This is an optimization exercise on Yosys and OpenROAD, whose aim is small area, a short achievable clock period and few clock cycles, not a production implementation. At most, simulation tests tie the RTL to the original design; equivalence was not proved. For runs 1 and 2, only the layout was checked, not whether the RTL still works. Power is estimated from default activity; no workload was simulated.

==> design/flow/design.v <==
module convolution
(
output [4:0] memX_addr,
input      [7:0] dataX,
output [4:0] memY_addr,
input      [7:0] dataY,
input start,
output [15:0] dataZ,
output [5:0] memZ_addr,
output writeZ,
input      [4:0] sizeX,
input      [4:0] sizeY,
input            shape,
output busy,
output done,
input clk,
input rst_n
);
   reg        done_r;     
   reg        iss;        
   reg        s1, s2;     
   reg        l1, l2, l3, e1, e2, e3, e4, wz;
   reg        f1, f2, f3;
   reg [4:0]  nxm1, nym1;
   reg        shp;
   reg [5:0]  lo;
   reg [4:0]  hi;
   reg [5:0]  nsum;
   reg [5:0]  kend;
   reg [5:0]  cnt;
   reg [4:0]  j, i;
   reg        dir, fst;
   reg [7:0]  xr, yr;
   reg [15:0] ps, pc;
   wire [15:0] ms, mc;
   reg [15:0] acc;
   reg [5:0]  zaddr;
   wire [4:0] h      = (sizeX - 5'd1) >> 1;
   wire [4:0] inf_w  = h - 5'd2;
   wire [5:0] lo_w   = {1'b0, inf_w} - 6'd1;
   wire [4:0] hi_w   = h + sizeX - 5'd2;
   wire j_top = (j == nxm1);
   wire i_top = (i == nym1);
   wire j_bot = (j == 5'd0);
   wire i_bot = (i == 5'd0);
   wire lastK = dir ? (j_bot | i_top) : (j_top | i_bot);
   wire endT  = shp ? (lastK & (cnt == 6'd0)) : (j_top & i_top);
   wire       lo_in_y = (lo <= {1'b0, nym1});
   wire [5:0] lo_m_y  = lo - {1'b0, nym1};
   always @(posedge clk or negedge rst_n) begin
      if (!rst_n) begin
         done_r <= 1'b1;
         iss    <= 1'b0;
         s1     <= 1'b0;
         s2     <= 1'b0;
         l1 <= 1'b0; l2 <= 1'b0; l3 <= 1'b0;
         e1 <= 1'b0; e2 <= 1'b0; e3 <= 1'b0; e4 <= 1'b0;
         wz <= 1'b0;
      end else begin
         s1 <= done_r & start & shape;
         s2 <= s1;
         if (done_r) begin
            if (start) begin
               done_r <= 1'b0;
               iss    <= ~shape;
            end
         end else if (s2) begin
            if (lo >= kend) done_r <= 1'b1;
            else            iss    <= 1'b1;
         end else if (e4) begin
            done_r <= 1'b1;
         end
         if (iss & endT) iss <= 1'b0;
         l1 <= iss & lastK;
         e1 <= iss & endT;
         l2 <= l1; l3 <= l2; wz <= l3;
         e2 <= e1; e3 <= e2; e4 <= e3;
      end
   end
   always @(posedge clk) begin
      if (done_r) begin
         nxm1 <= sizeX - 5'd1;
         nym1 <= sizeY - 5'd1;
         shp  <= shape;
         lo   <= lo_w;
         hi   <= hi_w;
         nsum <= {1'b0, sizeX} + {1'b0, sizeY} - 6'd1;
         j    <= 5'd0;
         i    <= 5'd0;
         dir  <= 1'b0;
         fst  <= 1'b1;
         zaddr <= 6'd0;
      end
      if (s1) kend <= ({1'b0, hi} < nsum) ? {1'b0, hi} : nsum;
      if (s2) begin
         j     <= lo_in_y ? 5'd0 : lo_m_y[4:0];
         i     <= lo_in_y ? lo[4:0] : nym1;
         cnt   <= kend - lo - 6'd1;
         zaddr <= lo;
      end
      if (iss) begin
         if (!lastK) begin
            if (dir) begin j <= j - 5'd1; i <= i + 5'd1; end
            else     begin j <= j + 5'd1; i <= i - 5'd1; end
            fst <= 1'b0;
         end else begin
            if (!dir) begin
               if (!j_top) j <= j + 5'd1; else i <= i + 5'd1;
            end else begin
               if (!i_top) i <= i + 5'd1; else j <= j + 5'd1;
            end
            dir <= ~dir;
            fst <= 1'b1;
            cnt <= cnt - 6'd1;
         end
      end
      f1 <= fst; f2 <= f1; f3 <= f2;
      xr  <= dataX;
      yr  <= dataY;
      ps  <= ms;
      pc  <= mc;
      acc <= (f3 ? 16'd0 : acc) + ps + pc;
      if (wz) zaddr <= zaddr + 6'd1;
   end
   wire m_pp0_0 = xr[0] & yr[0];
   wire m_pp0_1 = xr[0] & yr[1];
   wire m_pp0_2 = xr[0] & yr[2];
   wire m_pp0_3 = xr[0] & yr[3];
   wire m_pp0_4 = xr[0] & yr[4];
   wire m_pp0_5 = xr[0] & yr[5];
   wire m_pp0_6 = xr[0] & yr[6];
   wire m_pp0_7 = xr[0] & yr[7];
   wire m_pp1_0 = xr[1] & yr[0];
   wire m_pp1_1 = xr[1] & yr[1];
   wire m_pp1_2 = xr[1] & yr[2];
   wire m_pp1_3 = xr[1] & yr[3];
   wire m_pp1_4 = xr[1] & yr[4];
   wire m_pp1_5 = xr[1] & yr[5];
   wire m_pp1_6 = xr[1] & yr[6];
   wire m_pp1_7 = xr[1] & yr[7];
   wire m_pp2_0 = xr[2] & yr[0];
   wire m_pp2_1 = xr[2] & yr[1];
   wire m_pp2_2 = xr[2] & yr[2];
   wire m_pp2_3 = xr[2] & yr[3];
   wire m_pp2_4 = xr[2] & yr[4];
   wire m_pp2_5 = xr[2] & yr[5];
   wire m_pp2_6 = xr[2] & yr[6];
   wire m_pp2_7 = xr[2] & yr[7];
   wire m_pp3_0 = xr[3] & yr[0];
   wire m_pp3_1 = xr[3] & yr[1];
   wire m_pp3_2 = xr[3] & yr[2];
   wire m_pp3_3 = xr[3] & yr[3];
   wire m_pp3_4 = xr[3] & yr[4];
   wire m_pp3_5 = xr[3] & yr[5];
   wire m_pp3_6 = xr[3] & yr[6];
   wire m_pp3_7 = xr[3] & yr[7];
   wire m_pp4_0 = xr[4] & yr[0];
   wire m_pp4_1 = xr[4] & yr[1];
   wire m_pp4_2 = xr[4] & yr[2];
   wire m_pp4_3 = xr[4] & yr[3];
   wire m_pp4_4 = xr[4] & yr[4];
   wire m_pp4_5 = xr[4] & yr[5];
   wire m_pp4_6 = xr[4] & yr[6];
   wire m_pp4_7 = xr[4] & yr[7];
   wire m_pp5_0 = xr[5] & yr[0];
   wire m_pp5_1 = xr[5] & yr[1];
   wire m_pp5_2 = xr[5] & yr[2];
   wire m_pp5_3 = xr[5] & yr[3];
   wire m_pp5_4 = xr[5] & yr[4];
   wire m_pp5_5 = xr[5] & yr[5];
   wire m_pp5_6 = xr[5] & yr[6];
   wire m_pp5_7 = xr[5] & yr[7];
   wire m_pp6_0 = xr[6] & yr[0];
   wire m_pp6_1 = xr[6] & yr[1];
   wire m_pp6_2 = xr[6] & yr[2];
   wire m_pp6_3 = xr[6] & yr[3];
   wire m_pp6_4 = xr[6] & yr[4];
   wire m_pp6_5 = xr[6] & yr[5];
   wire m_pp6_6 = xr[6] & yr[6];
   wire m_pp6_7 = xr[6] & yr[7];
   wire m_pp7_0 = xr[7] & yr[0];
   wire m_pp7_1 = xr[7] & yr[1];
   wire m_pp7_2 = xr[7] & yr[2];
   wire m_pp7_3 = xr[7] & yr[3];
   wire m_pp7_4 = xr[7] & yr[4];
   wire m_pp7_5 = xr[7] & yr[5];
   wire m_pp7_6 = xr[7] & yr[6];
   wire m_pp7_7 = xr[7] & yr[7];
   wire m_1;
   wire m_2;
   wire m_3;
   wire m_4;
   wire m_5;
   wire m_6;
   wire m_7;
   wire m_8;
   wire m_9;
   wire m_10;
   wire m_11;
   wire m_12;
   wire m_13;
   wire m_14;
   wire m_15;
   wire m_16;
   wire m_17;
   wire m_18;
   wire m_19;
   wire m_20;
   wire m_21;
   wire m_22;
   wire m_23;
   wire m_24;
   wire m_25;
   wire m_26;
   wire m_27;
   wire m_28;
   wire m_29;
   wire m_30;
   wire m_31;
   wire m_32;
   wire m_33;
   wire m_34;
   wire m_35;
   wire m_36;
   wire m_37;
   wire m_38;
   wire m_39;
   wire m_40;
   wire m_41;
   wire m_42;
   wire m_43;
   wire m_44;
   wire m_45;
   wire m_46;
   wire m_47;
   wire m_48;
   wire m_49;
   wire m_50;
   wire m_51;
   wire m_52;
   wire m_53;
   wire m_54;
   wire m_55;
   wire m_56;
   wire m_57;
   wire m_58;
   wire m_59;
   wire m_60;
   wire m_61;
   wire m_62;
   wire m_63;
   wire m_64;
   wire m_65;
   wire m_66;
   wire m_67;
   wire m_68;
   wire m_69;
   wire m_70;
   wire m_71;
   wire m_72;
   wire m_73;
   wire m_74;
   wire m_75;
   wire m_76;
   wire m_77;
   wire m_78;
   wire m_79;
   wire m_80;
   wire m_81;
   wire m_82;
   wire m_83;
   wire m_84;
   assign m_1 = m_pp0_6 ^ m_pp1_5;
   assign m_2 = m_pp0_6 & m_pp1_5;
   assign m_3 = m_pp0_7 ^ m_pp1_6 ^ m_pp2_5;
   assign m_4 = (m_pp0_7 & m_pp1_6) | (m_pp0_7 & m_pp2_5) | (m_pp1_6 & m_pp2_5);
   assign m_5 = m_pp3_4 ^ m_pp4_3;
   assign m_6 = m_pp3_4 & m_pp4_3;
   assign m_7 = m_pp1_7 ^ m_pp2_6 ^ m_pp3_5;
   assign m_8 = (m_pp1_7 & m_pp2_6) | (m_pp1_7 & m_pp3_5) | (m_pp2_6 & m_pp3_5);
   assign m_9 = m_pp4_4 ^ m_pp5_3;
   assign m_10 = m_pp4_4 & m_pp5_3;
   assign m_11 = m_pp2_7 ^ m_pp3_6 ^ m_pp4_5;
   assign m_12 = (m_pp2_7 & m_pp3_6) | (m_pp2_7 & m_pp4_5) | (m_pp3_6 & m_pp4_5);
   assign m_13 = m_pp0_4 ^ m_pp1_3;
   assign m_14 = m_pp0_4 & m_pp1_3;
   assign m_15 = m_pp0_5 ^ m_pp1_4 ^ m_pp2_3;
   assign m_16 = (m_pp0_5 & m_pp1_4) | (m_pp0_5 & m_pp2_3) | (m_pp1_4 & m_pp2_3);
   assign m_17 = m_pp3_2 ^ m_pp4_1;
   assign m_18 = m_pp3_2 & m_pp4_1;
   assign m_19 = m_1 ^ m_pp2_4 ^ m_pp3_3;
   assign m_20 = (m_1 & m_pp2_4) | (m_1 & m_pp3_3) | (m_pp2_4 & m_pp3_3);
   assign m_21 = m_pp4_2 ^ m_pp5_1 ^ m_pp6_0;
   assign m_22 = (m_pp4_2 & m_pp5_1) | (m_pp4_2 & m_pp6_0) | (m_pp5_1 & m_pp6_0);
   assign m_23 = m_2 ^ m_3 ^ m_5;
   assign m_24 = (m_2 & m_3) | (m_2 & m_5) | (m_3 & m_5);
   assign m_25 = m_pp5_2 ^ m_pp6_1 ^ m_pp7_0;
   assign m_26 = (m_pp5_2 & m_pp6_1) | (m_pp5_2 & m_pp7_0) | (m_pp6_1 & m_pp7_0);
   assign m_27 = m_4 ^ m_6 ^ m_7;
   assign m_28 = (m_4 & m_6) | (m_4 & m_7) | (m_6 & m_7);
   assign m_29 = m_9 ^ m_pp6_2 ^ m_pp7_1;
   assign m_30 = (m_9 & m_pp6_2) | (m_9 & m_pp7_1) | (m_pp6_2 & m_pp7_1);
   assign m_31 = m_8 ^ m_10 ^ m_11;
   assign m_32 = (m_8 & m_10) | (m_8 & m_11) | (m_10 & m_11);
   assign m_33 = m_pp5_4 ^ m_pp6_3 ^ m_pp7_2;
   assign m_34 = (m_pp5_4 & m_pp6_3) | (m_pp5_4 & m_pp7_2) | (m_pp6_3 & m_pp7_2);
   assign m_35 = m_12 ^ m_pp3_7 ^ m_pp4_6;
   assign m_36 = (m_12 & m_pp3_7) | (m_12 & m_pp4_6) | (m_pp3_7 & m_pp4_6);
   assign m_37 = m_pp5_5 ^ m_pp6_4 ^ m_pp7_3;
   assign m_38 = (m_pp5_5 & m_pp6_4) | (m_pp5_5 & m_pp7_3) | (m_pp6_4 & m_pp7_3);
   assign m_39 = m_pp4_7 ^ m_pp5_6 ^ m_pp6_5;
   assign m_40 = (m_pp4_7 & m_pp5_6) | (m_pp4_7 & m_pp6_5) | (m_pp5_6 & m_pp6_5);
   assign m_41 = m_pp0_3 ^ m_pp1_2;
   assign m_42 = m_pp0_3 & m_pp1_2;
   assign m_43 = m_13 ^ m_pp2_2 ^ m_pp3_1;
   assign m_44 = (m_13 & m_pp2_2) | (m_13 & m_pp3_1) | (m_pp2_2 & m_pp3_1);
   assign m_45 = m_14 ^ m_15 ^ m_17;
   assign m_46 = (m_14 & m_15) | (m_14 & m_17) | (m_15 & m_17);
   assign m_47 = m_16 ^ m_18 ^ m_19;
   assign m_48 = (m_16 & m_18) | (m_16 & m_19) | (m_18 & m_19);
   assign m_49 = m_20 ^ m_22 ^ m_23;
   assign m_50 = (m_20 & m_22) | (m_20 & m_23) | (m_22 & m_23);
   assign m_51 = m_24 ^ m_26 ^ m_27;
   assign m_52 = (m_24 & m_26) | (m_24 & m_27) | (m_26 & m_27);
   assign m_53 = m_28 ^ m_30 ^ m_31;
   assign m_54 = (m_28 & m_30) | (m_28 & m_31) | (m_30 & m_31);
   assign m_55 = m_32 ^ m_34 ^ m_35;
   assign m_56 = (m_32 & m_34) | (m_32 & m_35) | (m_34 & m_35);
   assign m_57 = m_36 ^ m_38 ^ m_39;
   assign m_58 = (m_36 & m_38) | (m_36 & m_39) | (m_38 & m_39);
   assign m_59 = m_40 ^ m_pp5_7 ^ m_pp6_6;
   assign m_60 = (m_40 & m_pp5_7) | (m_40 & m_pp6_6) | (m_pp5_7 & m_pp6_6);
   assign m_61 = m_pp0_2 ^ m_pp1_1;
   assign m_62 = m_pp0_2 & m_pp1_1;
   assign m_63 = m_41 ^ m_pp2_1 ^ m_pp3_0;
   assign m_64 = (m_41 & m_pp2_1) | (m_41 & m_pp3_0) | (m_pp2_1 & m_pp3_0);
   assign m_65 = m_42 ^ m_43 ^ m_pp4_0;
   assign m_66 = (m_42 & m_43) | (m_42 & m_pp4_0) | (m_43 & m_pp4_0);
   assign m_67 = m_44 ^ m_45 ^ m_pp5_0;
   assign m_68 = (m_44 & m_45) | (m_44 & m_pp5_0) | (m_45 & m_pp5_0);
   assign m_69 = m_46 ^ m_47 ^ m_21;
   assign m_70 = (m_46 & m_47) | (m_46 & m_21) | (m_47 & m_21);
   assign m_71 = m_48 ^ m_49 ^ m_25;
   assign m_72 = (m_48 & m_49) | (m_48 & m_25) | (m_49 & m_25);
   assign m_73 = m_50 ^ m_51 ^ m_29;
   assign m_74 = (m_50 & m_51) | (m_50 & m_29) | (m_51 & m_29);
   assign m_75 = m_52 ^ m_53 ^ m_33;
   assign m_76 = (m_52 & m_53) | (m_52 & m_33) | (m_53 & m_33);
   assign m_77 = m_54 ^ m_55 ^ m_37;
   assign m_78 = (m_54 & m_55) | (m_54 & m_37) | (m_55 & m_37);
   assign m_79 = m_56 ^ m_57 ^ m_pp7_4;
   assign m_80 = (m_56 & m_57) | (m_56 & m_pp7_4) | (m_57 & m_pp7_4);
   assign m_81 = m_58 ^ m_59 ^ m_pp7_5;
   assign m_82 = (m_58 & m_59) | (m_58 & m_pp7_5) | (m_59 & m_pp7_5);
   assign m_83 = m_60 ^ m_pp6_7 ^ m_pp7_6;
   assign m_84 = (m_60 & m_pp6_7) | (m_60 & m_pp7_6) | (m_pp6_7 & m_pp7_6);
   assign ms = {1'b0, m_84, m_82, m_80, m_78, m_76, m_74, m_72, m_70, m_68, m_66, m_64, m_62, m_61, m_pp0_1, m_pp0_0};
   assign mc = {1'b0, m_pp7_7, m_83, m_81, m_79, m_77, m_75, m_73, m_71, m_69, m_67, m_65, m_63, m_pp2_0, m_pp1_0, 1'b0};
   assign memX_addr = j;
   assign memY_addr = i;
   assign memZ_addr = zaddr;
   assign dataZ     = acc;
   assign writeZ    = wz;
   assign done      = done_r;
   assign busy      = ~done_r;
endmodule
==> design/flow/run.sh <==
#!/bin/bash
# synth_recipe.tcl (not shown) runs the flow's synth.tcl, then flattens the netlist and writes it again
# the make line also repeats each setting of config.mk as NAME=value (left out here)
make -C /OpenROAD-flow-scripts/flow DESIGN_CONFIG=/design/flow/config.mk WORK_HOME=/design/flow/orfs CLKGATE_MAP_FILE= SYNTH_SCRIPT=/design/flow/synth_recipe.tcl finish
==> design/flow/config.mk <==
export PLATFORM = sky130hd
export DESIGN_NAME = convolution
export DESIGN_NICKNAME = convolution
export VERILOG_FILES = /design/flow/design.v
export SDC_FILE = /design/flow/constraint.sdc
export NUM_CORES = 4
export LEC_CHECK = 0
export ABC_CLOCK_PERIOD_IN_PS = 2500
export CAP_MARGIN = 20
export CORE_MARGIN = 2
export CORE_UTILIZATION = 40
export PLACE_DENSITY = 0.6
export SETUP_SLACK_MARGIN = 3.0
export SLEW_MARGIN = 20
==> design/flow/constraint.sdc <==
create_clock -name core_clock -period 6.0 [get_ports {clk}]
set_input_delay 1.2000 -clock core_clock [delete_from_list [all_inputs] [get_ports {clk}]]
set_output_delay 1.2000 -clock core_clock [all_outputs]
set_load 0.01 [all_outputs]
==> run summary, run 1 <==
outcome timing/DRC/antenna clean; post-synthesis sequential area ratio 0.380; worst slew pin tran 601 ps; CP startpoint f3; unrepaired setup endpoints after global routing true; clock-pin slew on the worst setup and hold paths 60 ps; Mapped Area 0.00831 mm2; skew final 8.86 ps; placed cell count 1102; drt wl/cell 14.7 um; IO Port Bufs 64; Initial DRC Count 247; worst hold path endpoint f3; #FFs+latches synth 134; register-to-register setup slack 2990 ps; pwr/cell area 548 mW/mm2; clk latency of the worst-skew pair 420 ps; Ys Warns 1; syn_nets 933; CTS Buf Count 17; layout cells sized above 1 0.104; Final GP Congestion 0.837; Yosys top cell by area dfxtp_1; Max Cap Violations 0; post-synthesis cell type count 77; Post-DP HPWL 12700 um; area grow syn2layout 21.4%; Die X 148 um; Die Area 0.0219 mm2; clock root buffer clkbuf_16; first-pass GRT wire length 28600 um; period utilization 0.502; CP Class flop to flop; Slew HR 0.599; gr usage total 0.166; setup TNS after final layout 0 ps; Antenna Nets Post-Route 0; EDFF count, synth 41; H-tree depth 4; final setup vio count 0; RR Endpoint acc[15]; DR DRC count 0; routed wire length 16900 um; Data required, critical path 6290 ps; CTS tree built; num ports 65; Worst EP arrival 3300 ps; endpoints failing hold 0; min Tclk post-route 3010 ps; CTS sink cnt 134; Synth top cells by count inv_1, dfxtp_1, ha_1; initial antenna violation count 0; crit path launch type flop; Nets 1019; RR Startpoint f3; largest net degree at the start of global routing 25; Mapped Cells 780; total power 0.00552 W; Critical Path End Type flop; Max Root-Sink Buffers 2; static leakage 4.42 nW; Design Area, Final 0.0101 mm2; most numerous cell in the Yosys netlist inv_1; DR vias/cell 4.87; die height 148 um; drt pass-1 iters 6; HP Class flop to flop; HP Start f2; Vias 5591; Main synth FF type dfxtp_1; count of pins over their slew limit 0; peak supply drop 269 uV; diode count 0; post-synthesis area per instance 10.7 um2; remaining global-route overflow 0; CP max FO 5; area of placed instances 0.00922 mm2; Placeable Area 0.0203 mm2; ys async rst share 0.0896; hold depth 0; row cnt 52; fin cells 1149; post-synth top area share 0.195; Max Freq 0.332 GHz; reg2reg path depth 13; vias in the first global route 5878; Synth area leaders dfxtp_1, edfxtp_1, fa_1, ha_1, inv_1; Starting Density 0.409
## kinds of logic after synthesis
kind of cell / after synthesis / share of synthesized area
other: 1 / 0.000451
AND/OR/NAND/NOR: 195 / 0.124
buffers and inverters: 130 / 0.0628
multiplexers: 19 / 0.0238
AO/OA/AOI/OAI: 116 / 0.106
flip-flops: 134 / 0.380
XOR/XNOR: 62 / 0.0699
adder cells (fa/ha/maj): 123 / 0.234
## report_power, final
part,internal [W],switching (W)
combinational,0.00141,0.00146
sequential,0.00129,0.000282
clock,0.000688,0.000396
total,0.00339,0.00214
## worst max path at each step
stage | endpoint | slack, ps | cells past startpoint
5_1_grt | acc[15] | 2870 | 13
2_1_floorplan | hi[3] | 3020 | 8
3_3_place_gp | hi[3] | 2290 | 9
4_1_cts | hi[4] | 3010 | 11
6_report | acc[15] | 2990 | 13
3_5_place_dp | hi[3] | 2220 | 9
## final cells by class
cell class              instances  area, um2
fillers                      1886      10200
multi-input cells             516       4730
flip-flops and latches        134       3160
repair buffers                 81        818
clock buffers                  20        468
inverters                     116        435
well taps                     270        338
clock inverters                12        146
## timing repair
item,CTS,global route
setup endpoints to repair,12,7
setup buffers,7,7
gates cloned,1,0
hold buffers,0,0
pin swaps,2,7
gates resized for setup,13,17
## registers in the layout, summed over array words and instances, names as in the netlist, 6 cells and up
name,count
acc,16
cnt,6
kend,6
lo,6
nsum,6
pc,14
ps,15
xr,8
yr,8
zaddr,6
## cells in the final DEF (no fill, tap or decap), types with 4 or more instances in the layout
master	instances
ha_1	64
fa_1	52
dfrtp_1	11
inv_2	5
xor2_1	22
buf_4	14
xnor2_1	36
o21ai_0	16
a21oi_1	29
nor3_1	6
a21o_1	7
mux2i_1	13
dfxtp_1	80
nand2b_1	8
o31ai_1	6
and3_1	7
clkinv_1	4
and2_1	48
edfxtp_1	41
inv_1	110
o21a_1	4
clkbuf_16	18
nand2_1	53
o21bai_1	4
nand3_1	20
mux2_2	5
nor2_1	22
o22ai_1	4
nor2b_1	13
clkdlybuf4s50_1	60
## critical path: stages (launching register included)
cell and delay (ps):
dfxtp_4 370, nand2b_4 140, fa_1 470, inv_1 40, ha_2 180, inv_2 60, fa_2 220, nor2b_2 50
o31a_1 350, o31ai_4 290, o211ai_1 110, buf_4 170, a2111oi_4 360, nor3b_2 80
## per-stage QoR
| step | setup WS, ps | utilization | hold slack (ps) |
|---|---|---|---|
| final | 2990 | 0.497 | 324 |
| after CTS | 3010 | 0.491 | 324 |
| after detailed placement | 2220 | 0.454 | 312 |
| after global placement | 2290 | 0.454 | 310 |
| after floorplan | 3020 | - | 310 |
| after global routing | 2870 | 0.497 | 330 |
## per-layer routing
layer	GRT usage	routed length (um)	vias up
li1	-	-	2762
met1	0.223	8250	2734
met2	0.270	8000	79
met3	0.0307	460	16
met4	0.0595	227	0
met5	0	0	-
==> run 2: changes to the inputs <==
--- a/design/flow/design.v
+++ b/design/flow/design.v
@@ -19,4 +19,4 @@
    reg        done_r;     
-   reg        iss;        
-   reg        s1, s2;     
+   reg        act;        
+   reg        on;         
    reg        l1, l2, l3, e1, e2, e3, e4, wz;
@@ -25,8 +25,7 @@
    reg        shp;
-   reg [5:0]  lo;
-   reg [4:0]  hi;
-   reg [5:0]  nsum;
-   reg [5:0]  kend;
-   reg [5:0]  cnt;
+   reg [4:0]  lo;
+   reg [4:0]  him1;
+   reg        empty;
    reg [4:0]  j, i;
+   reg [4:0]  kq;
    reg        dir, fst;
@@ -37,6 +36,6 @@
    reg [5:0]  zaddr;
-   wire [4:0] h      = (sizeX - 5'd1) >> 1;
-   wire [4:0] inf_w  = h - 5'd2;
+   wire [4:0] h_w    = (sizeX - 5'd1) >> 1;
+   wire [4:0] inf_w  = h_w - 5'd2;
    wire [5:0] lo_w   = {1'b0, inf_w} - 6'd1;
-   wire [4:0] hi_w   = h + sizeX - 5'd2;
+   wire [4:0] hi_w   = h_w + sizeX - 5'd2;
    wire j_top = (j == nxm1);
@@ -46,5 +45,10 @@
    wire lastK = dir ? (j_bot | i_top) : (j_top | i_bot);
-   wire endT  = shp ? (lastK & (cnt == 6'd0)) : (j_top & i_top);
-   wire       lo_in_y = (lo <= {1'b0, nym1});
-   wire [5:0] lo_m_y  = lo - {1'b0, nym1};
+   wire corner = j_top & i_top;
+   wire endT  = corner | (shp & lastK & (kq == him1));
+   wire adv  = on ? lastK : 1'b1;
+   wire rsel = on ? dir : 1'b1;
+   wire jdec = ~adv & dir;
+   wire jinc = (~adv & ~dir) | (adv & (rsel ? i_top : ~j_top));
+   wire idec = ~adv & ~dir;
+   wire iinc = (~adv & dir) | (adv & (rsel ? ~i_top : j_top));
    always @(posedge clk or negedge rst_n) begin
@@ -52,5 +56,4 @@
          done_r <= 1'b1;
-         iss    <= 1'b0;
-         s1     <= 1'b0;
-         s2     <= 1'b0;
+         act    <= 1'b0;
+         on     <= 1'b0;
          l1 <= 1'b0; l2 <= 1'b0; l3 <= 1'b0;
@@ -59,4 +62,2 @@
       end else begin
-         s1 <= done_r & start & shape;
-         s2 <= s1;
          if (done_r) begin
@@ -64,7 +65,17 @@
                done_r <= 1'b0;
-               iss    <= ~shape;
+               act    <= 1'b1;
+               on     <= ~shape;
+            end
+         end else if (act & ~on) begin
+            if (empty | (corner & (kq != lo))) begin
+               act    <= 1'b0;
+               done_r <= 1'b1;
+            end else if (kq == lo) begin
+               on <= 1'b1;
+            end
+         end else if (act) begin
+            if (endT) begin
+               act <= 1'b0;
+               on  <= 1'b0;
             end
-         end else if (s2) begin
-            if (lo >= kend) done_r <= 1'b1;
-            else            iss    <= 1'b1;
          end else if (e4) begin
@@ -72,5 +83,4 @@
          end
-         if (iss & endT) iss <= 1'b0;
-         l1 <= iss & lastK;
-         e1 <= iss & endT;
+         l1 <= on & lastK;
+         e1 <= on & endT;
          l2 <= l1; l3 <= l2; wz <= l3;
@@ -80,37 +90,26 @@
    always @(posedge clk) begin
+      nxm1  <= sizeX - 5'd1;
+      nym1  <= sizeY - 5'd1;
+      shp   <= shape;
+      lo    <= lo_w[4:0];
+      him1  <= hi_w - 5'd1;
+      empty <= shape & (lo_w >= {1'b0, hi_w});
       if (done_r) begin
-         nxm1 <= sizeX - 5'd1;
-         nym1 <= sizeY - 5'd1;
-         shp  <= shape;
-         lo   <= lo_w;
-         hi   <= hi_w;
-         nsum <= {1'b0, sizeX} + {1'b0, sizeY} - 6'd1;
-         j    <= 5'd0;
-         i    <= 5'd0;
-         dir  <= 1'b0;
-         fst  <= 1'b1;
+         j     <= 5'd0;
+         i     <= 5'd0;
+         kq    <= 5'd0;
+         dir   <= 1'b0;
+         fst   <= 1'b1;
          zaddr <= 6'd0;
-      end
-      if (s1) kend <= ({1'b0, hi} < nsum) ? {1'b0, hi} : nsum;
-      if (s2) begin
-         j     <= lo_in_y ? 5'd0 : lo_m_y[4:0];
-         i     <= lo_in_y ? lo[4:0] : nym1;
-         cnt   <= kend - lo - 6'd1;
-         zaddr <= lo;
-      end
-      if (iss) begin
-         if (!lastK) begin
-            if (dir) begin j <= j - 5'd1; i <= i + 5'd1; end
-            else     begin j <= j + 5'd1; i <= i - 5'd1; end
-            fst <= 1'b0;
-         end else begin
-            if (!dir) begin
-               if (!j_top) j <= j + 5'd1; else i <= i + 5'd1;
-            end else begin
-               if (!i_top) i <= i + 5'd1; else j <= j + 5'd1;
+      end else begin
+         if (act & ~(~on & (kq == lo))) begin
+            j <= j + {{4{jdec}}, jdec | jinc};
+            i <= i + {{4{idec}}, idec | iinc};
+            if (adv) begin
+               kq  <= kq + 5'd1;
+               dir <= on & ~dir;
             end
-            dir <= ~dir;
-            fst <= 1'b1;
-            cnt <= cnt - 6'd1;
+            fst <= adv;
          end
+         if (wz | (act & ~on & (kq != lo))) zaddr <= zaddr + 6'd1;
       end
@@ -122,3 +121,2 @@
       acc <= (f3 ? 16'd0 : acc) + ps + pc;
-      if (wz) zaddr <= zaddr + 6'd1;
    end
==> run summary, run 2 <==
Ys Warns 1 (unchanged); hold-fix buffers at CTS 0 (unchanged); Die X 132 um (-11%); HP Start f2; unrepaired setup endpoints after global routing true; register-to-register setup slack 3130 ps (+140 ps); static leakage 3.65 nW (-17%); routed wire length 12300 um (-27%); gr usage total 0.152 (-0.0141); CTS sink cnt 120 (-10%); Placeable Area 0.0159 mm2 (-21%); endpoints failing hold 0 (unchanged); ys async rst share 0.0917 (+0.00211); DR DRC count 0 (unchanged); Synth area leaders dfxtp_1, fa_1, ha_1, and2_1, xnor2_1; reg2reg path depth 12 (-1); Data required, critical path 6300 ps (about the same); most numerous cell in the Yosys netlist dfxtp_1; Yosys top cell by area dfxtp_1; min Tclk post-route 3240 ps (+228 ps); Starting Density 0.410 (+0.000713); Max Cap Violations 0 (unchanged); num ports 65 (unchanged); remaining global-route overflow 0 (unchanged); drt pass-1 iters 4 (-2); Synth top cells by count dfxtp_1, inv_1, fa_1; vias in the first global route 4749 (-19%); clk latency of the worst-skew pair 420 ps (about the same); Main synth FF type dfxtp_1; Design Area, Final 0.00815 mm2 (-19%); #FFs+latches synth 120 (-10%); layout cells sized above 1 0.0992 (-0.00434); number of flip-flops in the largest register 16 (unchanged); H-tree depth 4 (unchanged); post-synthesis area per instance 10.2 um2 (-3.8%); largest net degree at the start of global routing 23 (-8.0%); count of pins over their slew limit 0 (unchanged); Critical Path End Type flop; pre-CTS setup slack 1630 ps (-583 ps); Fillers 1415 (-25%); Nets 853 (-16%); Top reg by flops acc; row cnt 46 (-12%); final setup vio count 0 (unchanged); area of placed instances 0.00745 mm2 (-19%); Max Freq 0.309 GHz (-7.0%); CTS Buf Count 17 (unchanged); RR Startpoint f3; most frequent cells in the layout dfxtp_1, inv_1, clkdlybuf4s50_1, fa_1, and2_1; skew final 10.7 ps (+1.88 ps); DR vias/cell 4.71 (-3.2%); Die Area 0.0174 mm2 (-21%); Min Hold Slack 322 ps (-1.84 ps); hold depth 0 (unchanged); post-synth top area share 0.334 (+0.139); crit path launch type input pin; HP Class flop to flop; initial antenna violation count 0 (unchanged); setup TNS after final layout 0 ps (unchanged); post-synthesis cell type count 53 (-31%); Antenna Nets Post-Route 0 (unchanged); EDFF count, synth 0 (-100%); Vias 4483 (-20%); post-synthesis sequential area ratio 0.376 (-0.00352); peak supply drop 333 uV (+24%); die height 132 um (-11%); CP Class input pin to flop; final design utilization 0.511 (+0.0139); Post-DP HPWL 9390 um (-26%); RR Endpoint acc[11]; Final GP Congestion 0.851 (+1.7%); syn_nets 767 (-18%); pwr/cell area 552 mW/mm2 (+0.77%); FF+latch area 0.00247 mm2 (-22%); IO Port Bufs 64 (unchanged); clock root buffer clkbuf_16; period utilization 0.540 (+0.0379); outcome timing/DRC/antenna clean; Worst EP arrival 3540 ps (+240 ps); Mapped Area 0.00654 mm2 (-21%); worst slew pin tran 465 ps (-136 ps); drt wl/cell 12.9 um (-12%); multi-input logic area 0.00385 mm2 (-18%); worst hold path endpoint f3; commonest non-fill, non-tap cell in the layout dfxtp_1; Max Root-Sink Buffers 2 (unchanged); Setup WS post-layout 2760 ps (-228 ps); area grow syn2layout 24.6%; first-pass GRT wire length 21400 um (-25%); Initial DRC Count 190 (-23%); Mapped Cells 638 (-18%); Slew HR 0.689 (+0.0903); top flop regs acc x16, ps x15, pc x14; CP max FO 3 (-2); clock-pin slew on the worst setup and hold paths 50 ps (about the same); CTS tree built; diode count 0 (unchanged)
run 2: cell count changes in the layout (fill, tap and decap cells not counted), moves of 7 or more:
cell	change
nand3_1	-9
dfxtp_1	+26
xor2_1	+7
inv_1	-48
xnor2_1	-8
edfxtp_1	-41
nor2_1	+24
ha_1	-21
mux2i_1	-8
nand2_1	-16
run 2: logic make-up (layout without fill, tap and decap cells):
group,after synthesis,in the layout,synth area share
xor gates and xnor gates,60,60,0.0804
muxes,6,6,0.00995
adders and majority gates,100,100,0.252
AOI/OAI and AO/OA,85,85,0.0833
and+or+nand+nor,192,192,0.154
buffers and inverters,75,173,0.0444
DFF,120,120,0.376
run 2: worst max-delay path, cell delays in order:
cell and delay, ps:
buf_4 100, inv_2 40, ha_4 160, xnor2_2 130, ha_1 280, inv_1 40, ha_2 190, fa_1 520
inv_2 60, ha_4 210, o21a_1 100, o21a_1 170, o21ai_1 110, o21ai_1 70, o21a_1 170
run 2: area by class of cell:
type                    count  share of cell area
inverters                  68              0.0319
clock buffers              23              0.0587
multi-input cells         443               0.473
repair buffers             74              0.0882
flip-flops and latches    120               0.303
clock inverters             8              0.0118
well taps                 216              0.0332
run 2: per-stage QoR:
step,total power [W],cells
2_1_floorplan,0.00287,638
3_3_place_gp,0.00340,912
3_5_place_dp,0.00348,912
4_1_cts,0.00451,949
5_1_grt,0.00488,952
6_report,0.00449,952
run 2: repair_timing:
action / 4_1_cts / 5_1_grt
endpoints found under the hold margin: 0 / 0
pin swaps: 5 / 2
setup buffers: 6 / 3
resized for setup: 24 / 6
setup endpoints to repair: 8 / 5
run 2: power by group:
group / switching [W] / leakage (nW) / internal (W)
Combinational: 0.00114 / 2.31 / 0.00111
Clock: 0.000339 / 0.283 / 0.000638
Sequential: 0.000200 / 1.06 / 0.00107
run 2: worst max-delay path by stage:
| stage | start | endpoint | slack, ps |
|---|---|---|---|
| final | sizeX[1] | empty | 2760 |
| after global routing | sizeX[0] | empty | 2680 |
| after CTS | sizeX[1] | empty | 2790 |
| after detailed placement | sizeX[0] | empty | 1630 |
| after global placement | sizeX[0] | empty | 1740 |
| after floorplan | sizeX[1] | empty | 2440 |
run 2: per-layer routing:
layer,share of wire,GRT usage,vias to the layer above
met1,0.43,0.169,2140
met3,0.032,0.0358,28
met5,0,0,-
met4,0.025,0.0785,0
met2,0.51,0.271,74
li1,-,-,2241
==> run 3: changes to the inputs <==
--- a/design/flow/design.v
+++ b/design/flow/design.v
@@ -21,2 +21,3 @@
    reg        on;         
+   reg        w1;         
    reg        l1, l2, l3, e1, e2, e3, e4, wz;
@@ -36,6 +37,6 @@
    reg [5:0]  zaddr;
-   wire [4:0] h_w    = (sizeX - 5'd1) >> 1;
+   wire [4:0] h_w    = nxm1 >> 1;
    wire [4:0] inf_w  = h_w - 5'd2;
    wire [5:0] lo_w   = {1'b0, inf_w} - 6'd1;
-   wire [4:0] hi_w   = h_w + sizeX - 5'd2;
+   wire [4:0] hi_w   = h_w + nxm1 - 5'd1;
    wire j_top = (j == nxm1);
@@ -58,2 +59,3 @@
          on     <= 1'b0;
+         w1     <= 1'b0;
          l1 <= 1'b0; l2 <= 1'b0; l3 <= 1'b0;
@@ -62,2 +64,3 @@
       end else begin
+         w1 <= done_r & start & shape;
          if (done_r) begin
@@ -68,2 +71,3 @@
             end
+         end else if (w1) begin
          end else if (act & ~on) begin
@@ -95,3 +99,3 @@
       him1  <= hi_w - 5'd1;
-      empty <= shape & (lo_w >= {1'b0, hi_w});
+      empty <= lo_w >= {1'b0, hi_w};
       if (done_r) begin
@@ -104,3 +108,3 @@
       end else begin
-         if (act & ~(~on & (kq == lo))) begin
+         if (act & ~w1 & ~(~on & (kq == lo))) begin
             j <= j + {{4{jdec}}, jdec | jinc};
@@ -113,3 +117,3 @@
          end
-         if (wz | (act & ~on & (kq != lo))) zaddr <= zaddr + 6'd1;
+         if (wz | (act & ~w1 & ~on & (kq != lo))) zaddr <= zaddr + 6'd1;
       end
--- a/design/flow/config.mk
+++ b/design/flow/config.mk
@@ -7,3 +7,3 @@
 export LEC_CHECK = 0
-export ABC_CLOCK_PERIOD_IN_PS = 2500
+export ABC_CLOCK_PERIOD_IN_PS = 2000
 export CAP_MARGIN = 20
@@ -12,3 +12,3 @@
 export PLACE_DENSITY = 0.6
-export SETUP_SLACK_MARGIN = 3.0
+export SETUP_SLACK_MARGIN = 4.0
 export SLEW_MARGIN = 20
==> run summary, run 3 <==
outcome timing/DRC/antenna clean; Final GP Congestion 0.815 (-4.2%); EDFF count, synth 0 (unchanged); Max Freq 0.367 GHz (+19%); Initial DRC Count 185 (-2.6%); CP Class flop to flop; Worst EP arrival 3010 ps (-530 ps); hold depth 0 (unchanged); Placeable Area 0.0163 mm2 (+2.5%); area grow syn2layout 47.5%; count of pins over their slew limit 0 (unchanged); num ports 65 (unchanged); post-synthesis sequential area ratio 0.376 (-0.000486); pwr/cell area 537 mW/mm2 (-2.6%); FF+latch area 0.00261 mm2 (+5.6%); CTS Buf Count 17 (unchanged); Data required, critical path 6290 ps (about the same); CTS sink cnt 121 (+0.83%); Antenna Nets Post-Route 0 (unchanged); Main synth FF type dfxtp_1; post-synthesis cell type count 61 (+15%); Yosys top cell by area dfxtp_1; Slew HR 0.647 (-0.0423); Flop pwr share 0.244 (-0.037); DR vias/cell 4.84 (+2.7%); gr usage total 0.174 (+0.0219); H-tree depth 4 (unchanged); most numerous cell in the Yosys netlist dfxtp_1; Nets 930 (+9.0%); peak supply drop 312 uV (-6.2%); Cell Int Power 0.00333 W (+18%); worst slew pin tran 528 ps (+63.3 ps); CP Cell Sequence buf_6 > nor2b_4 > fa_2 > fa_2 > a21o_1 > a21oi_4 > o21ai_4 > a311o_1 > nor4_2 > nor3_2; number of flip-flops in the largest register 16 (unchanged); drt wl/cell 14.7 um (+14%); vias in the first global route 5194 (+9.4%); Post-DP HPWL 9810 um (+4.5%); Max Cap Violations 0 (unchanged); Logic pwr share 0.555 (+0.054); row cnt 47 (+2.2%); HP Class flop to flop; Mapped Cells 636 (-0.31%); Top reg by flops acc; NetSw 0.00191 W (+14%); Design Area, Final 0.00975 mm2 (+20%); fin cells 1028 (+8.0%); clock root buffer clkbuf_16; register-to-register setup slack 3270 ps (+140 ps); slowest stage delay, CP 450 ps (-70 ps); top flop regs acc x16, ps x15, pc x14; crit-path most repeated cell fa_2; drt pass-1 iters 4 (unchanged); Die X 133 um (+0.55%); die height 133 um (+0.55%); diode count 0 (unchanged); Synth top cells by count dfxtp_1, inv_1, and2_1, fa_1, ha_1; min Tclk post-route 2730 ps (-512 ps); final setup vio count 0 (unchanged); routed wire length 15100 um (+23%); switch share 0.365 (-0.00814); Synth area leaders dfxtp_1, fa_1, ha_1, and2_1, xor2_1; syn_nets 771 (+0.52%); reg2reg path depth 10 (-2); Clock power frac 0.201 (-0.016); largest net degree at the start of global routing 19 (-17%); most frequent cells in the layout buf_6, dfxtp_1, buf_4, and2_1, inv_1; DR DRC count 0 (unchanged); Die Area 0.0176 mm2 (+1.1%); Max Root-Sink Buffers 2 (unchanged); IO Port Bufs 64 (unchanged); initial antenna violation count 0 (unchanged); Starting Density 0.404 (-0.00557); setup TNS after final layout 0 ps (unchanged); area of placed instances 0.00771 mm2 (+3.4%); unrepaired setup endpoints after global routing true; ys async rst share 0.0992 (+0.00751); Ys Warns 1 (unchanged); post-synthesis area per instance 10.4 um2 (+1.5%); first-pass GRT wire length 24400 um (+14%); slowest cell on the critical path fa_2; endpoints failing hold 0 (unchanged); Vias 4973 (+11%); Critical Path End Type flop; #FFs+latches synth 121 (+0.83%); layout cells sized above 1 0.427 (+0.328); crit path launch type flop; period utilization 0.454 (-0.0853); skew final 7.54 ps (-3.20 ps); remaining global-route overflow 0 (unchanged); clock-pin slew on the worst setup and hold paths 50 ps (about the same); Mapped Area 0.00661 mm2 (+1.1%); Fillers 1308 (-7.6%); post-synth top area share 0.330 (-0.00379); CTS tree built; clk latency of the worst-skew pair 420 ps (about the same); multi-input logic area 0.00456 mm2 (+18%); CP max FO 5 (+2); commonest non-fill, non-tap cell in the layout buf_6; static leakage 4.30 nW (+18%); placed cell count 912 (unchanged); Min Hold Slack 325 ps (+2.07 ps)
==> run 3: cell types whose count changed in the layout (fill, tap and decap cells not counted), sizes merged, moves of 6 or more <==
| cell | delta |
|---|---|
| clkdlybuf4s50 | -31 |
| ha | +6 |
| nor2 | -20 |
| xnor2 | -8 |
| buf | +107 |
==> run 3: final cells by class <==
cell class	instances	share of cell area
flip-flops and latches	121	0.267
clock inverters	6	0.00847
clock buffers	26	0.0553
multi-input cells	440	0.468
repair buffers	149	0.146
inverters	66	0.0267
well taps	220	0.0282
==> run 3: stage by stage <==
step                       util  power, W  setup WS [ps]
after floorplan               -   0.00263           3340
after global placement    0.471   0.00310           3060
after detailed placement  0.471   0.00314           2960
after CTS                 0.567   0.00487           3230
after global routing      0.597   0.00558           3180
final                     0.597   0.00524           3270
==> run 3: final timing paths <==
| path | end | from |
|---|---|---|
| worst min register to register | f3 | f2 |
| worst max-delay path | acc[15] | f3 |
| min in group asynchronous | e1 | rst_n |
| max in group asynchronous | on | rst_n |
| worst min-delay path | f3 | f2 |
| worst max register to register | acc[15] | f3 |
==> run 3: metal layers <==
| layer | wire (um) | share of wire | track usage | vias up |
|---|---|---|---|---|
| met5 | 0 | 0 | 0 | - |
| met2 | 8200 | 0.54 | 0.322 | 98 |
| met1 | 6080 | 0.40 | 0.194 | 2461 |
| met3 | 590 | 0.039 | 0.0433 | 15 |
| li1 | - | - | - | 2399 |
| met4 | 199 | 0.013 | 0.0585 | 0 |
==> run 3: kinds of logic (layout without fill, tap and decap cells) <==
kind of cell,count (synthesis),in the layout,synth area share
compound gates,91,91,0.0891
buf+inv,75,247,0.0437
flops,121,121,0.376
mux,5,5,0.00833
fa+ha+maj,105,105,0.259
xor+xnor,55,55,0.0729
simple gates,184,184,0.151
==> run 3: repair_timing <==
| item | 4_1_cts | 5_1_grt |
|---|---|---|
| pin swaps | 69 | 44 |
| hold buffers | 0 | 0 |
| setup endpoints to repair | 84 | 84 |
| resized for setup | 282 | 72 |
| setup buffers | 63 | 21 |
==> run 3: worst max-delay path, delay by kind of cell (launching register included) <==
| family | cells | cell delay, ps |
|---|---|---|
| flops | 1 | 370 |
| compound gates | 4 | 850 |
| fa+ha+maj | 2 | 860 |
| simple gates | 3 | 390 |
| buf+inv | 1 | 140 |
==> run 3: power groups by stage <==
stage | sequential [W] | combinational (W) | clock [W]
floorplan | 0.00125 | 0.00138 | 0
finish | 0.00128 | 0.00291 | 0.00106
CTS | 0.00127 | 0.00253 | 0.00107
global route | 0.00131 | 0.00316 | 0.00111
detailed placement | 0.00131 | 0.00183 | 0
global placement | 0.00130 | 0.00180 | 0
Testbench counts of run 3, summed over its fixed seeds: cycles 40,637.
==> run 4: changes to the inputs <==
--- a/design/flow/config.mk
+++ b/design/flow/config.mk
@@ -7,3 +7,3 @@
 export LEC_CHECK = 0
-export ABC_CLOCK_PERIOD_IN_PS = 2000
+export ABC_CLOCK_PERIOD_IN_PS = 2500
 export CAP_MARGIN = 20
@@ -11,4 +11,5 @@
 export CORE_UTILIZATION = 40
+export CTS_BUF_LIST = sky130_fd_sc_hd__clkbuf_4
 export PLACE_DENSITY = 0.6
-export SETUP_SLACK_MARGIN = 4.0
+export SETUP_SLACK_MARGIN = 3.5
 export SLEW_MARGIN = 20
==> run summary, run 4 <==
outcome timing/DRC/antenna clean; routed wire length 13500 um (-10%); CTS sink cnt 121 (unchanged); row cnt 47 (unchanged); CP max FO 3 (-2); clk latency of the worst-skew pair 540 ps (+120 ps); pwr/cell area 473 mW/mm2 (-12%); Top reg by flops acc; Data required, critical path 6430 ps (+140 ps); post-synthesis cell type count 61 (unchanged); most numerous cell in the Yosys netlist dfxtp_1; Fillers 1512 (+16%); CP Class flop to flop; Main synth FF type dfxtp_1; hold depth 0 (unchanged); Placeable Area 0.0163 mm2 (unchanged); die height 133 um (unchanged); post-synthesis area per instance 10.4 um2 (unchanged); DR vias/cell 4.80 (-0.68%); Worst EP arrival 3210 ps (+200 ps); drt wl/cell 13.8 um (-6.0%); post-synth top area share 0.330 (unchanged); final setup vio count 0 (unchanged); gr usage total 0.164 (-0.0102); largest net degree at the start of global routing 19 (unchanged); met1 Resource Use GR 0.177 (-0.0169); most frequent cells in the layout dfxtp_1, inv_1, and2_1, ha_1, fa_1; HP Start f1; Compound-Gate Fraction of Synth Area 0.0891 (unchanged); CTS Buf Count 17 (unchanged); global routing usage on met2 0.304 (-0.0181); multi-input logic area 0.00413 mm2 (-9.5%); EDFF count, synth 0 (unchanged); clock-pin slew on the worst setup and hold paths 110 ps (+60 ps); min Tclk post-route 2780 ps (+50.3 ps); met3 usage 0.0410 (-0.00230); Nets 884 (-4.9%); worst hold path endpoint f2; area of placed instances 0.00756 mm2 (-1.9%); Ys Warns 1 (unchanged); FF+latch area 0.00256 mm2 (-1.8%); Slew HR 0.491 (-0.156); Critical Path End Type flop; Setup WS post-layout 3220 ps (-50.3 ps); RR Endpoint acc[13]; pre-CTS setup slack 2970 ps (+8.03 ps); vias in the first global route 4970 (-4.3%); initial antenna violation count 0 (unchanged); Simple-Gate Fraction of Synth Area 0.151 (unchanged); HP Class flop to flop; IO Port Bufs 64 (unchanged); worst slew pin tran 761 ps (+233 ps); final design utilization 0.515 (-0.0813); unrepaired setup endpoints after global routing true; crit path launch type flop; top flop regs acc x16, ps x15, pc x14; ys async rst share 0.0992 (unchanged); mux contribution to synthesized area 0.00833 (unchanged); Yosys top cell by area dfxtp_1; Post-DP HPWL 9980 um (+1.7%); Die Area 0.0176 mm2 (unchanged); Initial DRC Count 157 (-15%); H-tree depth 4 (unchanged); commonest non-fill, non-tap cell in the layout dfxtp_1; hold-fix buffers at CTS 0 (unchanged); Mapped Cells 636 (unchanged); static leakage 3.82 nW (-11%); remaining global-route overflow 0 (unchanged); endpoints failing hold 0 (unchanged); skew final 16.1 ps (+8.56 ps); num ports 65 (unchanged); syn_nets 771 (unchanged); RR Startpoint acc[1]; layout cells sized above 1 0.236 (-0.191); number of flip-flops in the largest register 16 (unchanged); DR DRC count 0 (unchanged); Max Freq 0.360 GHz (-1.8%); Most Used Layer, Global Route met2; post-synthesis sequential area ratio 0.376 (unchanged); Antenna Nets Post-Route 0 (unchanged); count of pins over their slew limit 0 (unchanged); largest family of logic cells by synthesized area adder cells; CTS tree built; drt pass-1 iters 6 (+2); reg2reg path depth 10 (unchanged); Vias 4718 (-5.1%); Post-Synth Adder-Cell Area 0.259 (unchanged); clock root buffer clkbuf_4; Post-Synth XOR/XNOR Area 0.0729 (unchanged); register-to-register setup slack 3220 ps (-50 ps); first-pass GRT wire length 22900 um (-6.4%); diode count 0 (unchanged); area grow syn2layout 27.4%; Mapped Area 0.00661 mm2 (unchanged); period utilization 0.463 (+0.00838); peak supply drop 236 uV (-25%); CP startpoint acc[1]; Die X 133 um (unchanged); Final GP Congestion 0.826 (+1.3%); Design Area, Final 0.00842 mm2 (-14%); fin cells 982 (-4.5%); Synth top cells by count dfxtp_1, inv_1, and2_1, fa_1, ha_1; Starting Density 0.404 (unchanged); placed cell count 911 (-0.11%); Max Cap Violations 0 (unchanged); Max Root-Sink Buffers 2 (unchanged); setup TNS after final layout 0 ps (unchanged); Synth area leaders dfxtp_1, fa_1, ha_1, and2_1, xor2_1; #FFs+latches synth 121 (unchanged)
-- run 4: power by group --
group	internal, W	switching, W
sequential	0.00107	0.000184
combinational	0.00106	0.00108
clock	0.000294	0.000297
-- run 4: repair_timing --
item	4_1_cts	5_1_grt
setup endpoints to repair	58	31
gates resized for setup	93	46
pin swaps	22	23
buffers inserted	21	18
cloned	0	0
-- run 4: critical path: stages, from the launching register on --
cell,delay [ps]
dfxtp_2,340
nor2b_4,120
fa_1,500
ha_4,190
fa_2,390
a21o_1,190
a21oi_2,180
o21ai_2,110
a311o_1,360
buf_4,170
xor2_1,130
-- run 4: routing by layer --
metal,wire [um],vias up
li1,-,2314
met1,5580,2289
met2,7220,91
met3,446,24
met4,283,0
met5,0,-
-- run 4: layout make-up --
type                       count  area share
multi-input combinational    440       0.491
sequential                   121       0.304
tap                          220      0.0327
inverter                      66      0.0302
timing repair buffer         103       0.109
clock inverter                12      0.0157
clock buffer                  20      0.0178
-- run 4: logic make-up (layout without fill, tap and decap cells) --
logic type | Yosys count | count (layout)
xor+xnor | 55 | 55
flops | 121 | 121
mux | 5 | 5
fa+ha+maj | 105 | 105
compound gates | 91 | 91
simple gates | 184 | 184
buf+inv | 75 | 201
-- run 4: how the worst max path moves through the flow --
stage / to / cells after the start / slack (ps)
after floorplan: acc[15] / 10 / 3340
after global placement: acc[15] / 10 / 3060
after detailed placement: acc[15] / 10 / 2970
after CTS: acc[15] / 10 / 3230
after global routing: acc[15] / 10 / 3090
final: acc[13] / 10 / 3220
-- run 4: through the flow --
step	hold WS, ps	power, W
2_1_floorplan	310	0.00258
3_3_place_gp	310	0.00303
3_5_place_dp	314	0.00310
4_1_cts	327	0.00383
5_1_grt	342	0.00432
6_report	324	0.00398
==> run 5: changes to the inputs <==
--- a/design/flow/config.mk
+++ b/design/flow/config.mk
@@ -11,3 +11,3 @@
 export CORE_UTILIZATION = 40
-export CTS_BUF_LIST = sky130_fd_sc_hd__clkbuf_4
+export CTS_BUF_LIST = sky130_fd_sc_hd__clkbuf_2 sky130_fd_sc_hd__clkbuf_4
 export PLACE_DENSITY = 0.6
==> run summary, run 5 <==
Starting Density 0.404 (unchanged); total power 0.00398 W (unchanged); #FFs+latches synth 121 (unchanged); final setup vio count 0 (unchanged); peak supply drop 236 uV (unchanged); post-synthesis cell type count 61 (unchanged); Data required, critical path 6430 ps (about the same); CP Class flop to flop; post-synthesis area per instance 10.4 um2 (unchanged); HP Class flop to flop; Critical Path End Type flop; Synth top cells by count dfxtp_1, inv_1, and2_1, fa_1, ha_1; Flop pwr share 0.314 (about the same); die height 133 um (unchanged); Mapped Cells 636 (unchanged); CTS sink cnt 121 (unchanged); CP bufs+invs 1 (unchanged); hold-fix buffers at CTS 0 (unchanged); worst slew pin tran 761 ps (unchanged); CTS tree built; pwr/cell area 473 mW/mm2 (unchanged); FF+latch area 0.00256 mm2 (unchanged); remaining global-route overflow 0 (unchanged); Nets 884 (unchanged); CP Cell Sequence nor2b_4 > fa_1 > ha_4 > fa_2 > a21o_1 > a21oi_2 > o21ai_2 > a311o_1 > buf_4 > xor2_1; clk latency of the worst-skew pair 540 ps (about the same); Die X 133 um (unchanged); top flop regs acc x16, ps x15, pc x14; Max Root-Sink Buffers 2 (unchanged); Ys Warns 1 (unchanged); Post-DP HPWL 9980 um (unchanged); Initial DRC Count 157 (unchanged); Clock power frac 0.148 (about the same); Worst EP arrival 3210 ps (about the same); gr usage total 0.164 (unchanged); Slew HR 0.491 (unchanged); largest net degree at the start of global routing 19 (unchanged); multi-input logic area 0.00413 mm2 (unchanged); post-synth top area share 0.330 (unchanged); vias in the first global route 4970 (unchanged); CTS Buf Count 17 (unchanged); EDFF count, synth 0 (unchanged); Max Cap Violations 0 (unchanged); CP max FO 3 (unchanged); Placeable Area 0.0163 mm2 (unchanged); Final GP Congestion 0.826 (unchanged); static leakage 3.82 nW (unchanged); period utilization 0.463 (unchanged); area grow syn2layout 27.4% (unchanged); endpoints failing hold 0 (unchanged); drt wl/cell 13.8 um (unchanged); min Tclk post-route 2780 ps (unchanged); ys async rst share 0.0992 (unchanged); slowest cell on the critical path fa_1; post-synthesis sequential area ratio 0.376 (unchanged); area of placed instances 0.00756 mm2 (unchanged); commonest non-fill, non-tap cell in the layout dfxtp_1; syn_nets 771 (unchanged); Vias 4718 (unchanged); diode count 0 (unchanged); clock-pin slew on the worst setup and hold paths 110 ps (about the same); slowest stage delay, CP 500 ps (about the same); pre-CTS setup slack 2970 ps (unchanged); first-pass GRT wire length 22900 um (unchanged); Yosys top cell by area dfxtp_1; IO Port Bufs 64 (unchanged); clock root buffer clkbuf_4; switch share 0.392 (unchanged); most numerous cell in the Yosys netlist dfxtp_1; initial antenna violation count 0 (unchanged); Logic pwr share 0.538 (about the same); row cnt 47 (unchanged); number of flip-flops in the largest register 16 (unchanged); Fillers 1512 (unchanged); num ports 65 (unchanged); Top reg by flops acc; setup TNS after final layout 0 ps (unchanged); Antenna Nets Post-Route 0 (unchanged); Setup WS post-layout 3220 ps (unchanged); Crit path max-delay family adder cells; unrepaired setup endpoints after global routing true; most frequent cells in the layout dfxtp_1, inv_1, and2_1, ha_1, fa_1; crit path launch type flop; DR DRC count 0 (unchanged); Synth area leaders dfxtp_1, fa_1, ha_1, and2_1, xor2_1; Mapped Area 0.00661 mm2 (unchanged); Max Freq 0.360 GHz (unchanged); Main synth FF type dfxtp_1; DR vias/cell 4.80 (unchanged); H-tree depth 4 (unchanged); Cell Int Power 0.00242 W (unchanged); Die Area 0.0176 mm2 (unchanged); NetSw 0.00156 W (unchanged); Design Area, Final 0.00842 mm2 (unchanged); routed wire length 13500 um (unchanged); outcome timing/DRC/antenna clean; Min Hold Slack 324 ps (unchanged); count of pins over their slew limit 0 (unchanged); skew final 16.1 ps (unchanged); layout cells sized above 1 0.236 (unchanged); drt pass-1 iters 6 (unchanged)
run 5: cell counts in the layout (fill, tap and decap cells not counted):
Identical to the previous run, type by type.
run 5: power by group through the flow:
stage               registers (W)  clock network [W]  logic (W)
floorplan                 0.00124                  0    0.00133
global placement          0.00129                  0    0.00174
detailed placement        0.00130                  0    0.00180
CTS                       0.00125           0.000608    0.00197
global route              0.00128           0.000649    0.00239
finish                    0.00125           0.000591    0.00214
run 5: cell type report:
class	count	area share
multi-input combinational	440	0.491
sequential	121	0.304
timing repair buffer	103	0.109
tap	220	0.0327
inverter	66	0.0302
clock buffer	20	0.0178
clock inverter	12	0.0157
run 5: metal layers:
layer,up-vias,global-route usage,part of all wire
met5,-,0,0
met1,2289,0.177,0.41
met2,91,0.304,0.53
met4,0,0.0669,0.021
li1,2314,-,-
met3,24,0.0410,0.033
run 5: path summary, 6_finish.rpt:
kind	start	end	slack, ps	cells past startpoint
min	f1	f2	320	0
min reg2reg	f1	f2	320	0
min in group asynchronous	rst_n	wz	980	1
max	acc[1]	acc[13]	3220	10
max reg2reg	acc[1]	acc[13]	3220	10
max in group asynchronous	rst_n	on	4640	1
run 5: cell families after synthesis:
| family | after synthesis | share of synthesized area |
|---|---|---|
| flip-flops | 121 | 0.376 |
| buffers and inverters | 75 | 0.0437 |
| AND/OR/NAND/NOR | 184 | 0.151 |
| AO/OA/AOI/OAI | 91 | 0.0891 |
| XOR/XNOR | 55 | 0.0729 |
| adder cells (fa/ha/maj) | 105 | 0.259 |
| multiplexers | 5 | 0.00833 |
run 5: timing repair:
item                                    in CTS  in global routing
cloned                                       0                  0
gates resized for setup                     93                 46
setup buffers                               21                 18
endpoints found under the hold margin        0                  0
endpoints found under the setup margin      58                 31
pin swaps                                   22                 23
run 5: per-stage QoR:
| step | std cells | utilization |
|---|---|---|
| 5_1_grt | 982 | 0.515 |
| 3_5_place_dp | 911 | 0.463 |
| 3_3_place_gp | 911 | 0.462 |
| 6_report | 982 | 0.515 |
| 4_1_cts | 964 | 0.497 |
| 2_1_floorplan | 636 | - |
run 5: worst register-to-register path, stage by stage, from the launching register on:
cell and delay (ps):
dfxtp_2 340, nor2b_4 120, fa_1 500, ha_4 190
fa_2 390, a21o_1 190, a21oi_2 180, o21ai_2 110
a311o_1 360, buf_4 170, xor2_1 130
==> run 6: changes to the inputs <==
--- a/design/flow/config.mk
+++ b/design/flow/config.mk
@@ -10,5 +10,5 @@
 export CORE_MARGIN = 2
-export CORE_UTILIZATION = 40
-export CTS_BUF_LIST = sky130_fd_sc_hd__clkbuf_2 sky130_fd_sc_hd__clkbuf_4
-export PLACE_DENSITY = 0.6
+export CORE_UTILIZATION = 60
+export CTS_BUF_LIST = sky130_fd_sc_hd__clkbuf_4
+export PLACE_DENSITY = 0.75
 export SETUP_SLACK_MARGIN = 3.5
==> run summary, run 6 <==
Main synth FF type dfxtp_1; Die Area 0.0119 mm2 (-32%); static leakage 3.83 nW (+0.30%); Starting Density 0.613 (+0.208); endpoints failing hold 0 (unchanged); post-synthesis cell type count 61 (unchanged); gr usage total 0.239 (+0.0749); ys async rst share 0.0992 (unchanged); skew final 20.0 ps (+3.91 ps); Compound-Gate Fraction of Synth Area 0.0891 (unchanged); area grow syn2layout 26.1%; slowest cell on the critical path fa_1; Mapped Cells 636 (unchanged); layout cells sized above 1 0.238 (+0.00131); CP max FO 5 (+2); H-tree depth 4 (unchanged); EDFF count, synth 0 (unchanged); commonest non-fill, non-tap cell in the layout dfxtp_1; die height 109 um (-18%); Vias 4733 (+0.32%); outcome timing/DRC/antenna clean; clock-pin slew on the worst setup and hold paths 100 ps (about the same); post-synth top area share 0.330 (unchanged); slowest stage delay, CP 460 ps (-40 ps); Max Freq 0.361 GHz (+0.36%); period utilization 0.461 (-0.00166); Synth top cells by count dfxtp_1, inv_1, and2_1, fa_1, ha_1; Max Cap Violations 0 (unchanged); DR vias/cell 5.25 (+9.2%); Final GP Congestion 0.846 (+2.5%); mux contribution to synthesized area 0.00833 (unchanged); num ports 65 (unchanged); clk latency of the worst-skew pair 530 ps (about the same); Antenna Nets Post-Route 0 (unchanged); diode count 0 (unchanged); unrepaired setup endpoints after global routing true; peak supply drop 429 uV (+82%); CP Cell Sequence nor2b_4 > fa_1 > ha_4 > fa_2 > a21o_1 > a21oi_2 > o21ai_2 > a311o_1 > nor4_2 > nor3_2; clock root buffer clkbuf_4; Slew HR 0.481 (-0.00986); Ys Warns 1 (unchanged); HP Class flop to flop; final design utilization 0.773 (+0.257); DR DRC count 0 (unchanged); Data required, critical path 6400 ps (-30 ps); Worst EP arrival 3170 ps (-40 ps); drt pass-1 iters 5 (-1); top flop regs acc x16, ps x15, pc x14; most frequent cells in the layout dfxtp_1, inv_1, and2_1, ha_1, fa_1; syn_nets 771 (unchanged); Post-Synth Adder-Cell Area 0.259 (unchanged); pre-CTS setup slack 3000 ps (+35.9 ps); Crit path max-delay family adder cells; CTS sink cnt 121 (unchanged); largest net degree at the start of global routing 19 (unchanged); CP bufs+invs 0 (-1); pwr/cell area 492 mW/mm2 (+4.1%); CTS Buf Count 17 (unchanged); Simple-Gate Fraction of Synth Area 0.151 (unchanged); routed wire length 13300 um (-1.5%); Mapped Area 0.00661 mm2 (unchanged); first-pass GRT wire length 21900 um (-4.4%); Yosys top cell by area dfxtp_1; post-synthesis area per instance 10.4 um2 (unchanged); setup TNS after final layout 0 ps (unchanged); crit path launch type flop; min Tclk post-route 2770 ps (-9.93 ps); row cnt 38 (-19%); #FFs+latches synth 121 (unchanged); Initial DRC Count 157 (unchanged); Synth area leaders dfxtp_1, fa_1, ha_1, and2_1, xor2_1; CTS tree built; Post-DP HPWL 9220 um (-7.6%); largest family of logic cells by synthesized area adder cells; remaining global-route overflow 0 (unchanged); post-synthesis sequential area ratio 0.376 (unchanged); number of flip-flops in the largest register 16 (unchanged); Setup WS post-layout 3230 ps (+9.93 ps); hold-fix buffers at CTS 0 (unchanged); count of pins over their slew limit 0 (unchanged); Post-Synth XOR/XNOR Area 0.0729 (unchanged); Nets 884 (unchanged); most numerous cell in the Yosys netlist dfxtp_1; drt wl/cell 14.8 um (+7.3%); Placeable Area 0.0108 mm2 (-34%); vias in the first global route 4957 (-0.26%); IO Port Bufs 64 (unchanged); initial antenna violation count 0 (unchanged); final setup vio count 0 (unchanged); Critical Path End Type flop; Max Root-Sink Buffers 2 (unchanged); Top reg by flops acc; worst slew pin tran 777 ps (+16.7 ps); Min Hold Slack 325 ps (+1.41 ps); CP Class flop to flop; Die X 109 um (-18%)
-- run 6: repair_timing --
item                                   in CTS  in global routing
resized for setup                         104                 36
setup buffers                              27                 11
endpoints found under the hold margin       0                  0
pin swaps                                  38                 16
gates cloned                                0                  0
setup endpoints to repair                  56                 27
-- run 6: metrics by stage --
step | std cells | power [W] | area, um2
global placement | 832 | 0.00301 | 7460
finish | 902 | 0.00410 | 8340
CTS | 891 | 0.00392 | 8130
floorplan | 636 | 0.00258 | 6690
detailed placement | 832 | 0.00308 | 7460
global route | 902 | 0.00441 | 8340
-- run 6: path summary, 6_finish.rpt --
path                                 to  depth (start not counted)  slack, ps   from
worst max register to register  acc[15]                         10       3230     f3
worst min register to register       f3                          0        330     f2
worst max-delay path            acc[15]                         10       3230     f3
max in group asynchronous            on                          1       4630  rst_n
min in group asynchronous            e1                          1       1000  rst_n
worst min-delay path                 f3                          0        330     f2
-- run 6: worst register-to-register path, cell delays in order (launching register included) --
cell,delay (ps)
dfxtp_4,390
nor2b_4,110
fa_1,460
ha_4,190
fa_2,380
a21o_1,190
a21oi_2,200
o21ai_2,120
a311o_1,340
nor4_2,190
nor3_2,70
-- run 6: per-layer routing --
| metal | up-vias | global-route usage | wire [um] |
|---|---|---|---|
| li1 | 2312 | - | - |
| met3 | 22 | 0.0687 | 620 |
| met4 | 0 | 0.0788 | 214 |
| met2 | 113 | 0.443 | 7130 |
| met5 | - | 0 | 0 |
| met1 | 2286 | 0.259 | 5370 |
-- run 6: cell families (layout without fill, tap and decap cells) --
group / Yosys count / count (layout)
buffers and inverters: 75 / 201
adders and majority gates: 105 / 105
and+or+nand+nor: 184 / 184
AOI/OAI and AO/OA: 91 / 91
xor gates and xnor gates: 55 / 55
DFF: 121 / 121
muxes: 5 / 5
-- run 6: power by group --
group	internal [W]	leakage, nW	total, W	switching [W]
clock	0.000308	0.164	0.000597	0.000288
combinational	0.00112	2.60	0.00226	0.00114
sequential	0.00106	1.07	0.00125	0.000189
-- run 6: cell type report --
| class | count | area, um2 |
|---|---|---|
| multi-input cells | 440 | 4160 |
| flip-flops and latches | 121 | 2550 |
| fillers | 730 | 2450 |
| repair buffers | 103 | 910 |
| inverters | 66 | 250 |
| well taps | 140 | 175 |
| clock buffers | 22 | 165 |
| clock inverters | 10 | 129 |

## afterwards: timing with drivers on the ports
How much do the figures lean on ideal ports? The routed layouts below were timed once more, with nothing changed but the port constraints.
Step 1: set_driving_cell puts a clkbuf_16 on clk and a buf_2 on each other input, an assumption about the parent block.
Step 2 times the ports against the registers' clock, not the clock port: input delays grow and output delays shrink by t, the midpoint of the rising clock arrivals with the driver on.
Three values: ideal, step 1, step 2; two values: the first two.
run | shift t [ns] | setup WS [ns] | hold WS [ns] | worst data-port slew with drivers (ns) | cell pins on the clock port's net
run 1 | 0.458 | 2.990 / 2.990 / 2.610 | 0.324 / 0.324 / 0.324 | 0.03 | 1
run 2 | 0.451 | 2.762 / 2.766 / 2.315 | 0.322 / 0.322 / 0.322 | 0.06 | 1
run 3 | 0.455 | 3.274 / 3.274 / 3.274 | 0.325 / 0.325 / 0.325 | 0.05 | 1
run 4 | 0.571 | 3.223 / 3.223 / 3.223 | 0.324 / 0.324 / 0.324 | 0.04 | 1
run 5 | 0.571 | 3.223 / 3.223 / 3.223 | 0.324 / 0.324 / 0.324 | 0.04 | 1
run 6 | 0.552 | 3.233 / 3.233 / 3.233 | 0.325 / 0.325 / 0.325 | 0.04 | 1
After both steps setup and hold are still met in every run listed. For run 2, which loses most, drivers alone change the setup slack by +0.004 ns; drivers and shift together by -0.447 ns.
